This is an optimization exercise on Yosys and OpenROAD, whose aim is small area, not a production implementation. In this exercise RTL edits were held to simulation tests only and were not proved equivalent to the original. Power figures rest on the tool's default switching activity, not on a simulated workload.

## line_buf_ctrl_top
module line_buf_ctrl_top #(
    parameter int VSW        = 1,
    parameter int VBP        = 2,
    parameter int VACT       = 8,
    parameter int VFP        = 2,
    parameter int HSW        = 4,
    parameter int HBP        = 6,
    parameter int HACT       = 64,
    parameter int HFP        = 6,
    parameter int ADDR_WIDTH = 6,
    parameter int DATA_WIDTH = 30,
    parameter int VSYNC_POL  = 0,     
    parameter int HSYNC_POL  = 0      
)(
    input              clk,
    input              rstn,
    input              i_vsync,
    input              i_hsync,
    input              i_de,
    input       [9:0]  i_r_data,
    input       [9:0]  i_g_data,
    input       [9:0]  i_b_data,
    output             o_vsync,
    output             o_hsync,
    output             o_de,
    output      [9:0]  o_r_data,
    output      [9:0]  o_g_data,
    output      [9:0]  o_b_data
);
    localparam int HTOTAL = HSW + HBP + HACT + HFP;
    localparam int DEPTH  = HTOTAL + 1;
    localparam int CW     = 7;    
    localparam int LW     = 3;    
    logic [DEPTH*DATA_WIDTH-1:0] dly;
    always_ff @(posedge clk)
        dly <= {dly[(DEPTH-1)*DATA_WIDTH-1:0], i_r_data, i_g_data, i_b_data};
    wire [DATA_WIDTH-1:0] pix_out = dly[DEPTH*DATA_WIDTH-1 -: DATA_WIDTH];
    localparam logic [2:0] S_IDLE = 3'd0,    
                           S_DLY  = 3'd1,    
                           S_VSW  = 3'd2,    
                           S_WAIT = 3'd3,    
                           S_ACT  = 3'd4,    
                           S_LAST = 3'd5,    
                           S_END  = 3'd6;    
    logic [2:0]    state;
    logic [CW-1:0] p_cnt;
    logic [LW-1:0] cnt_vact;
    logic          vsync_d, de_d;
    logic          vs_q, hs_q, de_q;
    wire vsync_act  = (VSYNC_POL == 0) ? i_vsync : ~i_vsync;
    wire vsync_rise = ~vsync_d & vsync_act;
    wire de_rise    = ~de_d & i_de;
    wire hs_in      = (HSYNC_POL == 0) ? i_hsync : ~i_hsync;
    wire p_end  = (p_cnt == CW'(HTOTAL - 1));
    wire p_hend = (p_cnt == CW'(HACT - 1));
    wire p_lst  = (p_cnt >= CW'(HFP + HBP + HSW - 1));
    always_ff @(posedge clk or negedge rstn) begin
        if (!rstn) begin
            state    <= S_IDLE;
            p_cnt    <= '0;
            cnt_vact <= '0;
            vsync_d  <= 1'b0;
            de_d     <= 1'b0;
  ...
clock: 10.0 ns
lec_check: 0
cap_margin: 20
core_margin: 2
core_utilization: 45
slew_margin: 20
run.sh (not shown) runs the stock make flow with config.mk's settings and CLKGATE_MAP_FILE= SYNTH_SCRIPT=/design/flow/synth_recipe.tcl, a recipe that flattens the netlist after the stock synthesis.
Rerun with:
--- a/flow/config.mk
+++ b/flow/config.mk
@@ -9,3 +9,4 @@
 export CORE_MARGIN = 2
-export CORE_UTILIZATION = 45
+export CORE_UTILIZATION = 75
+export PLACE_DENSITY = 0.85
 export SLEW_MARGIN = 20
Effect:
- The new run stopped in 4_1_cts
- synthesized area does not change
- synthesized cell count stays the same


The RTL this note starts from:
==> flow/design.v <==
module single_port_ram #(
  parameter					ADDR_WIDTH = 6,
  parameter					DATA_WIDTH = 30,
  parameter					RAM_DEPTH = 1 << ADDR_WIDTH
)
  (
    input						clk,
    input						i_cs,
    input						i_we,
    input	[ADDR_WIDTH-1:0]	i_addr,
    input	[DATA_WIDTH-1:0]	i_din,
    output	[DATA_WIDTH-1:0]	o_dout
  );
    reg [DATA_WIDTH-1:0]    r_mem   [0:RAM_DEPTH-1];
    reg [DATA_WIDTH-1:0]    r_tmp_data;
  assign o_dout = (i_cs && !i_we) ? r_mem[i_addr] : 'b0;
    always @(posedge clk) begin
        if (i_cs && i_we) 
            r_mem[i_addr] <= i_din;
    end
endmodule
`timescale 1ns / 1ps
module line_buf_ctrl_top #(
    parameter int VSW        = 1,
    parameter int VBP        = 2,
    parameter int VACT       = 8,
    parameter int VFP        = 2,
    parameter int HSW        = 4,
    parameter int HBP        = 6,
    parameter int HACT       = 64,
    parameter int HFP        = 6,
    parameter int ADDR_WIDTH = 6,
    parameter int DATA_WIDTH = 30,
    parameter int VSYNC_POL  = 0,     
    parameter int HSYNC_POL  = 0      
)(
    input              clk,
    input              rstn,
    input              i_vsync,
    input              i_hsync,
    input              i_de,
    input       [9:0]  i_r_data,
    input       [9:0]  i_g_data,
    input       [9:0]  i_b_data,
    output             o_vsync,
    output             o_hsync,
    output             o_de,
    output      [9:0]  o_r_data,
    output      [9:0]  o_g_data,
    output      [9:0]  o_b_data
);
    localparam int HTOTAL = HSW + HBP + HACT + HFP;
    localparam int DEPTH  = HTOTAL + 1;
    logic [DEPTH*DATA_WIDTH-1:0] dly;
    always_ff @(posedge clk)
        dly <= {dly[(DEPTH-1)*DATA_WIDTH-1:0], i_r_data, i_g_data, i_b_data};
    wire [DATA_WIDTH-1:0] pix_out = dly[DEPTH*DATA_WIDTH-1 -: DATA_WIDTH];
    localparam logic [2:0] S_IDLE = 3'd0,    
                           S_DLY  = 3'd1,    
                           S_VSW  = 3'd2,    
                           S_WAIT = 3'd3,    
                           S_ACT  = 3'd4,    
                           S_LAST = 3'd5,    
                           S_END  = 3'd6;    
    logic [2:0] state;
    logic [6:0] p_cnt;
    logic       hs_q;
    wire vsync_act = (VSYNC_POL == 0) ? i_vsync : ~i_vsync;
    wire hs_in     = (HSYNC_POL == 0) ? i_hsync : ~i_hsync;
    wire st_dly  = (state == S_DLY);
    wire st_vsw  = (state == S_VSW);
    wire st_wait = (state == S_WAIT);
    wire st_act  = (state == S_ACT);
    wire st_last = (state == S_LAST);
    wire counting = st_dly | st_vsw | st_last;
    wire p_end  = p_cnt[6] & p_cnt[3] & p_cnt[2] & p_cnt[1] & p_cnt[0];
    wire p_play = p_cnt[6] | p_cnt[5] | p_cnt[4];
    wire [2:0] line_cnt = p_cnt[2:0];
    wire       act_end  = st_act & ~i_de;
    wire hs_en = (state == S_END) | (st_dly & p_end) | st_vsw | st_wait | st_act;
    wire [6:0] p_inc = p_cnt + 1'b1;
    always_ff @(posedge clk) begin
        p_cnt[6:3] <= (counting & ~p_end) ? p_inc[6:3] : 4'd0;
        p_cnt[2:0] <= ((counting & ~p_end) | act_end) ? p_inc[2:0] :
                      (st_wait | st_act)              ? p_cnt[2:0] : 3'd0;
    end
    always_ff @(posedge clk or negedge rstn) begin
        if (!rstn) begin
            state <= S_IDLE;
            hs_q  <= 1'b0;
        end else begin
            hs_q <= hs_en & hs_in;
            case (state)
                S_IDLE, S_END : if (vsync_act) state <= S_DLY;
                S_DLY         : if (p_end) state <= S_VSW;
                S_VSW         : if (p_end) state <= S_WAIT;
                S_WAIT        : if (i_de) state <= S_ACT;
                S_ACT         : if (!i_de) state <= (&line_cnt) ? S_LAST : S_WAIT;
                S_LAST        : if (p_end) state <= S_END;
                default       : state <= S_IDLE;
            endcase
        end
    end
    wire de_q = (st_act & (line_cnt != 3'd0)) | (st_last & p_play);
    assign o_vsync  = (VSYNC_POL == 0) ? st_vsw : ~st_vsw;
    assign o_hsync  = (HSYNC_POL == 0) ? hs_q : ~hs_q;
    assign o_de     = de_q;
    assign o_r_data = pix_out[29:20] & {10{de_q}};
    assign o_g_data = pix_out[19:10] & {10{de_q}};
    assign o_b_data = pix_out[9:0]   & {10{de_q}};
endmodule
==> flow/config.mk <==
export PLATFORM = sky130hd
export DESIGN_NAME = line_buf_ctrl_top
export DESIGN_NICKNAME = line_buf_ctrl_top
export VERILOG_FILES = /design/flow/design.v
export SDC_FILE = /design/flow/constraint.sdc
export NUM_CORES = 4
export LEC_CHECK = 0
export CAP_MARGIN = 20
export CORE_MARGIN = 2
export CORE_UTILIZATION = 65
export PLACE_DENSITY = 0.92
export SLEW_MARGIN = 20
==> flow/constraint.sdc <==
create_clock -name core_clock -period 10.0 [get_ports {clk}]
set_input_delay 2.0000 -clock core_clock [delete_from_list [all_inputs] [get_ports {clk}]]
set_output_delay 2.0000 -clock core_clock [all_outputs]
set_load 0.01 [all_outputs]
standard.sh (not shown) runs the stock make flow with config.mk's settings and CLKGATE_MAP_FILE= SYNTH_SCRIPT=/design/flow/synth_recipe.tcl, a recipe that flattens the netlist after the stock synthesis.
==> flow/flow/run.sh <==
#!/bin/bash
# Layout flow: the standard flow (standard.sh), with two changes:
#  - ports are buffered with the smallest buffer instead of the default cell;
#  - clock tree: leaf clusters of up to 15 flip-flops, each driven by a buf_4,
#    clkbuf_4 above them and a clkbuf_16 at the root; no dummy loads.
# The full output of the flow goes to flow.log in the work folder; ORFS
# also keeps each step's own log under orfs/logs/.
set -euo pipefail
export BUFFER_PORTS_ARGS="-buffer_cell sky130_fd_sc_hd__buf_1"
export CTS_ARGS="-sink_clustering_enable -repair_clock_nets -dont_use_dummy_load -root_buf sky130_fd_sc_hd__clkbuf_16 -sink_clustering_buffer sky130_fd_sc_hd__buf_4 -buf_list {sky130_fd_sc_hd__clkbuf_4} -sink_clustering_size 15 -sink_clustering_max_diameter 35"
bash standard.sh > flow.log 2>&1
Then changed:
==> flow/flow/run.sh (replaced) <==
#!/bin/bash
# Layout flow: the standard flow (standard.sh), with two changes:
#  - ports are buffered with the smallest buffer instead of the default cell;
#  - clock tree: leaf clusters of up to 14 flip-flops, each driven by a buf_4,
#    clkbuf_8 above them and a clkbuf_16 at the root; no dummy loads.
# The full output of the flow goes to flow.log in the work folder; ORFS
# also keeps each step's own log under orfs/logs/.
set -euo pipefail
export BUFFER_PORTS_ARGS="-buffer_cell sky130_fd_sc_hd__buf_1"
export CTS_ARGS="-sink_clustering_enable -repair_clock_nets -dont_use_dummy_load -root_buf sky130_fd_sc_hd__clkbuf_16 -sink_clustering_buffer sky130_fd_sc_hd__buf_4 -buf_list {sky130_fd_sc_hd__clkbuf_8} -sink_clustering_size 14 -sink_clustering_max_diameter 35"
bash standard.sh > flow.log 2>&1
Result: Synthesized cell count does not change; core utilization goes up by 0.19 points; clock-buffer cell count goes up by 6; global-route usage is about the same; via count stays flat; worst hold slack improves by 0.018 ns; setup slack improves by 0.034 ns; wire length goes down by 0.40%.
Then changed:
--- a/flow/flow/run.sh
+++ b/flow/flow/run.sh
@@ -5 +5 @@
-#    clkbuf_8 above them and a clkbuf_16 at the root; no dummy loads.
+#    clkbuf_4 above them and a clkbuf_16 at the root; no dummy loads.
@@ -10 +10 @@
-export CTS_ARGS="-sink_clustering_enable -repair_clock_nets -dont_use_dummy_load -root_buf sky130_fd_sc_hd__clkbuf_16 -sink_clustering_buffer sky130_fd_sc_hd__buf_4 -buf_list {sky130_fd_sc_hd__clkbuf_8} -sink_clustering_size 14 -sink_clustering_max_diameter 35"
+export CTS_ARGS="-sink_clustering_enable -repair_clock_nets -dont_use_dummy_load -root_buf sky130_fd_sc_hd__clkbuf_16 -sink_clustering_buffer sky130_fd_sc_hd__buf_4 -buf_list {sky130_fd_sc_hd__clkbuf_4} -sink_clustering_size 14 -sink_clustering_max_diameter 35"
Settings changed: PLACE_DENSITY 0.92 to 0.95.
After rerunning: Setup slack gains 0.091 ns. Die area is unchanged. Fmax rises by 1.9%. Routed wire length rises by 1.2%. Sequential power is about the same. Clock skew rises by 0.060 ns. Area after synthesis is unchanged. Non-clock buffer count rises by 1. First-iteration DRC count rises by 7.1%.

-- separate check: timing with driven ports --
The flow's constraints put no driver on any port. The routed layouts listed below were extracted and timed again, unchanged, in two steps.
Step 1: set_driving_cell puts a clkbuf_16 on clk and a buf_2 on each other input, an assumption about the parent block.
Step 2 adds t to the input delays and takes it off the output delays; t is the mean of the earliest and latest rising clock arrival at the registers after step 1. Input paths then give back, and output paths get back, about the clock's delay inside the block.
Slacks: ideal ports / drivers / drivers and shift; pairs: ideal ports / drivers.
run | t, ns | slack for setup (ns) | worst slew at a driven data input, ns | pins driven straight from the clock port
the first run of note 1 | 0.821 | 5.302 / 5.240 / 5.843 | 0.04 | 1
the first run of note 2 | 0.757 | 5.155 / 5.091 / 5.848 | 0.04 | 1
the second run of note 2 | 0.705 | 5.189 / 5.122 / 5.826 | 0.04 | 1
the third run of note 2 | 0.756 | 5.280 / 5.222 / 5.978 | 0.03 | 1
After both steps every run listed still meets setup and hold.
